This design comes from an exercise in tuning for a short achievable clock period and few clock cycles on the open sky130 flow, not from production work.
No functional check of the RTL was part of this run.
Power figures rest on the tool's default switching activity, not on a simulated workload.

**config.mk**
```make
export PLATFORM = sky130hd
export DESIGN_NAME = RISC_V
export DESIGN_NICKNAME = RISC_V
export VERILOG_FILES = /design/flow/design.v
export SDC_FILE = /design/flow/constraint.sdc
export NUM_CORES = 4
export LEC_CHECK = 0
export CAP_MARGIN = 20
export CORE_MARGIN = 2
export CORE_UTILIZATION = 40
export SLEW_MARGIN = 20
```
**constraint.sdc**
```tcl
create_clock -name core_clock -period 8.8 [get_ports {clk}]
set_input_delay 1.7600 -clock core_clock [delete_from_list [all_inputs] [get_ports {clk}]]
set_output_delay 1.7600 -clock core_clock [all_outputs]
set_load 0.01 [all_outputs]
```
**design.v**
```verilog
module RISC_V(clk, rst, imem_addr, imem_rdata, dmem_addr, dmem_wdata, dmem_we, dmem_rdata);
    input clk, rst;
    output [31:0] imem_addr;
    input [31:0] imem_rdata;
    output [31:0] dmem_addr, dmem_wdata;
    output dmem_we;
    input [31:0] dmem_rdata;
    reg [31:0] pc_f;
    reg        e_valid;
    reg [4:0]  e_rd;
    reg        e_we, e_load, e_store, e_branch, e_jalr, e_pred;
    reg [2:0]  e_f3;
    reg [5:0]  e_sel;             
    reg        e_sub, e_unsigned;
    reg [31:0] e_a, e_b, e_r2, e_imm, e_alt, e_link;
    reg        m_valid;
    reg [4:0]  m_rd;
    reg        m_we, m_load, m_store;
    reg [31:0] m_val, m_wdata;
    reg [31:0] rf [1:31];
    wire [31:0] ir = imem_rdata;
    assign imem_addr = pc_f;
    wire [6:0] op  = ir[6:0];
    wire [4:0] rd  = ir[11:7];
    wire [2:0] f3  = ir[14:12];
    wire [4:0] rs1 = ir[19:15];
    wire [4:0] rs2 = ir[24:20];
    wire       f7b = ir[30];
    wire is_r     = (op == 7'b0110011);
    wire is_i     = (op == 7'b0010011);
    wire is_load  = (op == 7'b0000011);
    wire is_store = (op == 7'b0100011);
    wire is_br    = (op == 7'b1100011);
    wire is_lui   = (op == 7'b0110111);
    wire is_jal   = (op == 7'b1101111);
    wire is_jalr  = (op == 7'b1100111);
    wire [31:0] imm_i = {{20{ir[31]}}, ir[31:20]};
    wire [31:0] imm_s = {{20{ir[31]}}, ir[31:25], ir[11:7]};
    wire [31:0] imm_b = {{20{ir[31]}}, ir[7], ir[30:25], ir[11:8], 1'b0};
    wire [31:0] imm_j = {{12{ir[31]}}, ir[19:12], ir[20], ir[30:21], 1'b0};
    wire [31:0] imm_u = {ir[31:12], 12'd0};
    wire use1 = is_r | is_i | is_load | is_store | is_br | is_jalr;
    wire use2 = is_r | is_store | is_br;
    wire writes = (is_r | is_i | is_load | is_lui | is_jal | is_jalr) && (rd != 5'd0);
    reg [5:0] sel;
    reg       sub, uns;
    always @* begin
        sel = 6'b000001;
        sub = 1'b0;
        uns = 1'b0;
        if (is_r | is_i) begin
            case (f3)
                3'b000: begin sel = 6'b000001; sub = is_r & f7b; end
                3'b010: begin sel = 6'b010000; sub = 1'b1; end
                3'b011: begin sel = 6'b010000; sub = 1'b1; uns = 1'b1; end
                3'b110: sel = 6'b000100;
                3'b111: sel = 6'b000010;
                3'b100: sel = 6'b001000;
                default: sel = 6'b000001;
            endcase
        end else if (is_jal | is_jalr) begin
            sel = 6'b100000;
        end
    end
    wire [31:0] e_res;
    wire [31:0] m_res = m_load ? dmem_rdata : m_val;
    wire fe1 = e_valid & e_we & (e_rd == rs1);
    wire fe2 = e_valid & e_we & (e_rd == rs2);
    wire fm1 = m_valid & m_we & (m_rd == rs1);
    wire fm2 = m_valid & m_we & (m_rd == rs2);
    wire [31:0] rf1 = (rs1 == 5'd0) ? 32'd0 : rf[rs1];
    wire [31:0] rf2 = (rs2 == 5'd0) ? 32'd0 : rf[rs2];
    wire [31:0] v1 = fe1 ? e_res : fm1 ? m_res : rf1;
    wire [31:0] v2 = fe2 ? e_res : fm2 ? m_res : rf2;
    wire [31:0] f_immv = is_store ? imm_s : is_lui ? imm_u : imm_i;
    wire stall = e_valid & e_load & e_we &
                 ((use1 & (e_rd == rs1)) | (use2 & (e_rd == rs2)));
    wire pred_taken = is_jal | (is_br & ir[31]);
    wire [12:0] b_lo = {1'b0, pc_f[11:0]} + {1'b0, ir[7], ir[30:25], ir[11:8], 1'b0};
    wire [20:0] b_hi_p1 = pc_f[31:12] + 20'd1;
    wire [20:0] b_hi_m1 = pc_f[31:12] - 20'd1;
    wire [19:0] b_hi = (b_lo[12] == ir[31]) ? pc_f[31:12] :
                       b_lo[12] ? b_hi_p1[19:0] : b_hi_m1[19:0];
    wire [31:0] tgt_b = {b_hi, b_lo[11:0]};
    wire [20:0] j_lo = {1'b0, pc_f[19:0]} + {1'b0, ir[19:12], ir[20], ir[30:21], 1'b0};
    wire [11:0] j_hi_p1 = pc_f[31:20] + 12'd1;
    wire [11:0] j_hi_m1 = pc_f[31:20] - 12'd1;
    wire [11:0] j_hi = (j_lo[20] == ir[31]) ? pc_f[31:20] :
                       j_lo[20] ? j_hi_p1 : j_hi_m1;
    wire [31:0] tgt_j = {j_hi, j_lo[19:0]};
    wire [31:0] f_pc4 = pc_f + 32'd4;
    wire [31:0] bx = e_sub ? ~e_b : e_b;
    wire [32:0] sum33 = {1'b0, e_a} + {1'b0, bx} + {32'd0, e_sub};
    wire [31:0] sum = sum33[31:0];
    wire ltu = ~sum33[32];
    wire lts = (e_a[31] ^ e_b[31]) ? e_a[31] : sum[31];
    wire slt = e_unsigned ? ltu : lts;
    assign e_res = ({32{e_sel[0]}} & sum) |
                   ({32{e_sel[1]}} & (e_a & e_b)) |
                   ({32{e_sel[2]}} & (e_a | e_b)) |
                   ({32{e_sel[3]}} & (e_a ^ e_b)) |
                   ({31'd0, e_sel[4] & slt}) |
                   ({32{e_sel[5]}} & e_link);
    wire beq_c = (e_a == e_r2);
    wire blt_c = ($signed(e_a) < $signed(e_r2));
    reg  taken;
    always @* begin
        case (e_f3)
            3'b000: taken = beq_c;
            3'b001: taken = ~beq_c;
            3'b100: taken = blt_c;
            3'b101: taken = ~blt_c;
            default: taken = 1'b0;
        endcase
    end
    wire [31:0] jalr_tgt = e_a + e_imm;
    wire e_br_miss = e_valid & e_branch & (taken ^ e_pred);
    wire e_jr = e_valid & e_jalr;
    reg        m_jr;
    reg [31:0] m_tgt;
    wire [31:0] pc_next = m_jr ? m_tgt :
                          e_br_miss ? e_alt :
                          stall ? pc_f :
                          is_jal ? tgt_j :
                          (is_br & ir[31]) ? tgt_b : f_pc4;
    always @(posedge clk or posedge rst) begin
        if (rst) begin
            pc_f <= 32'd0;
            e_valid <= 1'b0;
            m_valid <= 1'b0;
            m_store <= 1'b0;
            m_jr <= 1'b0;
        end else begin
            pc_f <= pc_next;
            e_valid <= ~stall & ~e_br_miss & ~e_jr & ~m_jr;
            m_jr <= e_jr;
            m_valid <= e_valid;
            m_store <= e_valid & e_store;
        end
    end
    always @(posedge clk) begin
        e_rd <= rd;
        e_we <= writes;
        e_load <= is_load;
        e_store <= is_store;
        e_branch <= is_br;
        e_jalr <= is_jalr;
        e_pred <= pred_taken;
        e_f3 <= f3;
        e_sel <= sel;
        e_sub <= sub;
        e_unsigned <= uns;
        e_a <= is_lui ? 32'd0 : v1;
        e_b <= (is_r | is_br) ? v2 : f_immv;
        e_r2 <= v2;
        e_imm <= imm_i;
        e_alt <= ir[31] ? f_pc4 : tgt_b;
        e_link <= f_pc4;
    end
    always @(posedge clk) begin
        m_rd <= e_rd;
        m_we <= e_we;
        m_load <= e_load;
        m_val <= e_res;
        m_wdata <= e_r2;
        m_tgt <= jalr_tgt;
    end
    always @(posedge clk) begin
        if (m_valid && m_we)
            rf[m_rd] <= m_res;
    end
    assign dmem_addr = m_val;
    assign dmem_wdata = m_wdata;
    assign dmem_we = m_store;
endmodule
```
**flow/run.sh**
```bash
#!/bin/bash
set -euo pipefail
bash standard.sh SETUP_SLACK_MARGIN=6 ADDER_MAP_FILE= ABC_CLOCK_PERIOD_IN_PS=2500 finish > standard_make.log 2>&1
```
**standard.sh**
```bash
#!/bin/bash
# synth_recipe.tcl (not shown) runs the flow's synth.tcl, then flattens the netlist and writes it again
# the make line also repeats each setting of config.mk as NAME=value (left out here)
make -C /OpenROAD-flow-scripts/flow DESIGN_CONFIG=/design/flow/config.mk WORK_HOME=/design/flow/orfs CLKGATE_MAP_FILE= SYNTH_SCRIPT=/design/flow/synth_recipe.tcl "${@:-finish}"
```
==> summary.txt <==
## through the flow
step,cell area [sq um],hold slack [ns],instances
2_1_floorplan,68400,0.331,4953
3_3_place_gp,71100,0.339,6992
3_5_place_dp,71200,0.342,6993
4_1_cts,87000,0.350,7789
5_1_grt,90400,0.374,7964
6_report,90400,0.354,7969
## cells in the mapped netlist, types with 86 or more instances
cell type / n / share of area
nor2_1: 342 / 0.019
dfxtp_1: 296 / 0.089
o22ai_1: 93 / 0.0087
inv_1: 113 / 0.0064
xor2_1: 95 / 0.012
mux2i_1: 213 / 0.032
clkbuf_1: 249 / 0.014
mux4_2: 490 / 0.17
edfxtp_1: 992 / 0.45
o21ai_0: 170 / 0.013
buf_2: 86 / 0.0064
a21oi_1: 313 / 0.023
xnor2_1: 200 / 0.026
nand2_1: 262 / 0.015
## layout make-up
cell class / instances / area (sq um)
repair buffers: 965 / 12500
diodes: 6 / 15.0
repair inverters: 19 / 145
multi-input cells: 3087 / 32800
flip-flops and latches: 1324 / 37000
clock inverters: 55 / 579
well taps: 2189 / 2740
fillers: 12800 / 75000
clock buffers: 203 / 4090
inverters: 121 / 624
## repair_timing
action	4_1_cts	5_1_grt
resized for setup	1713	396
gates cloned	112	14
hold buffers	0	0
setup endpoints to repair	837	667
buffers inserted	426	158
pin swaps	247	246
## metal layers
| metal | vias up | track usage | wire length, um |
|---|---|---|---|
| li1 | 20800 | - | - |
| met3 | 1059 | 0.0785 | 36100 |
| met2 | 4405 | 0.485 | 125000 |
| met5 | - | 0 | 54 |
| met1 | 26800 | 0.415 | 99400 |
| met4 | 8 | 0.230 | 25500 |
## report_power, final
part | leakage, nW | total [mW] | internal [mW] | switching, mW
Clock | 2.27 | 6.01 | 3.32 | 2.69
Sequential | 11.8 | 8.18 | 7.68 | 0.496
Combinational | 17.4 | 6.26 | 2.70 | 3.56
## worst paths after layout
path	startpoint	endpoint	slack, ns	depth (start not counted)
min in group asynchronous	rst	pc_f[30]	1.25	2
min	e_load	m_load	0.35	0
min reg2reg	e_load	m_load	0.35	0
max reg2reg	e_sub	e_b[0]	5.18	16
max	imem_rdata[7]	pc_f[31]	5.04	12
max in group asynchronous	rst	pc_f[3]	6.98	3
## kinds of logic after synthesis
| kind of cell | Yosys count |
|---|---|
| flops | 1324 |
| compound gates | 1005 |
| simple gates | 975 |
| mux | 750 |
| buf+inv | 543 |
| xor+xnor | 295 |
| fa+ha+maj | 61 |
## critical path, cell delays in order
cell             delay, ns
clkdlybuf4s15_1       0.44
inv_2                 0.20
a221oi_4              0.37
nor2_2                0.08
buf_6                 0.14
or4_4                 0.49
o41ai_4               0.10
o2111ai_2             0.19
xor2_1                0.18
o21ai_1               0.08
a211o_1               0.23
a22o_1                0.19
## state kept, by name, indices dropped and copies added, names as in the netlist, 31 cells and up
register	flops
e_link	32
e_a	32
pc_f	32
m_val	32
m_wdata	32
e_r2	32
m_tgt	32
e_b	32
e_alt	31
rf	992
==> metrics.yaml <==
status: "no timing/DRC/antenna violations"
ys_async_sr_fraction: 0.0272
via_per_inst: 6.65
setup.worst_path.end_class: "flop"
critPathLaunchType: "primary input"
ys_warn_count: 1
max_cap_violations: 0
fin_crit_sh: 0.428
fin_crit_ns: 3.76
syn2layout_area_growth_pct: 35.4
clockBufferDepth: 3
setup_ws_ns: 5.04
finalSetupViolCount: 0
drt_first_pass_iters: 8
tightest_slew_ns: 1.17
cts_buffers: 142
layout_common_cells: "992 x edfxtp_1, 490 x mux4_2, 410 x buf_4"
io_pins: 163
die-height_um: 412
syn_nets: 5019
start_util: 0.404
drt_iter0_drc: 8602
dr_total_vias: 53000
grt_pass1_vias: 49700
post-dp-hpwl_um: 146000
syn-cell-area_sq_um: 66700
fmax_ghz: 0.266
ys_ff_latch: 1324
crit_arrival_ns: 4.47
nets: 5726
synth.distinct_cells: 103
ys_seq_area_frac: 0.549
criticalPathCategory: "in -> reg"
synthAdderAreaFrac: 0.00926
die_w_um: 412
synth_compound_area_frac: 0.0976
place_ws_ns: 2.68
hold_class: "reg -> reg"
insertion_delay_ns: 0.83
grt_pass1_wl_um: 387000
dieArea_sq_um: 170000
maxSlewViolCount: 0
grt_usage: 0.325
clk_pin_slew_ns: 0.06
port_buffers: 162
coreArea_sq_um: 165000
wirelength_um: 286000
synthCells: 4953
ir_drop_v: 0.000219
gp_congestion: 0.930
cp.required_ns: 9.51
htreeDepth: 4
ant_nets: 0
routedWlPerCell_um: 35.9
cts_sinks: 1324
final_core_util: 0.547
remaining_drc_errors: 0
cts_root_buffer: "clkbuf_16"
skew_ns: 0.0431
synthSimpleGateAreaFrac: 0.0675
crit_fanout: 4
powerDensity_nw_per_um2: 226
rows: 149
rsz0062_at_grt: "true"
antenna_found_initial: 9
p_leak_nw: 31.4
final_common_cell: "edfxtp_1"
muxShareOfSynthArea: 0.205
synthFlopType: "edfxtp_1"
grt_max_degree: 48
setup_tns_ns: 0
synth_top_family_by_area: "multiplexers"
syn_area_per_cell_sq_um: 13.5
hold_violations: 0
cts_tree: "yes"
synth_edf_count: 992
slew_headroom: 0.211
drive_gt1_frac: 0.444
grt_overflow: 0
power_mw: 20.4
synth-xor-area-share: 0.0387

[port drivers added, routing unchanged]
No port has a modelled driver above. Below, the same layout with a new extraction and two added sets of constraints. Step 1: set_driving_cell puts a clkbuf_16 on clk and a buf_2 on each other input, an assumption about the parent block. Step 2 also shifts input and output timing later by t, the mid clock arrival at the registers, as if the neighbouring blocks saw the same clock. a / b / c = ideal / step 1 / step 2; a / b = the first two.
t, ns: 0.898
slack for setup (ns): 5.037 / 4.914 / 4.016
worst hold slack (ns): 0.354 / 0.354 / 0.354
clock arrival spread, ns: 0.044 / 0.044
worst data-port slew with drivers (ns): 0.50
After both steps this run still meets setup and hold. The setup slack of this run moves by -0.123 ns with the drivers and by -1.021 ns with both steps.
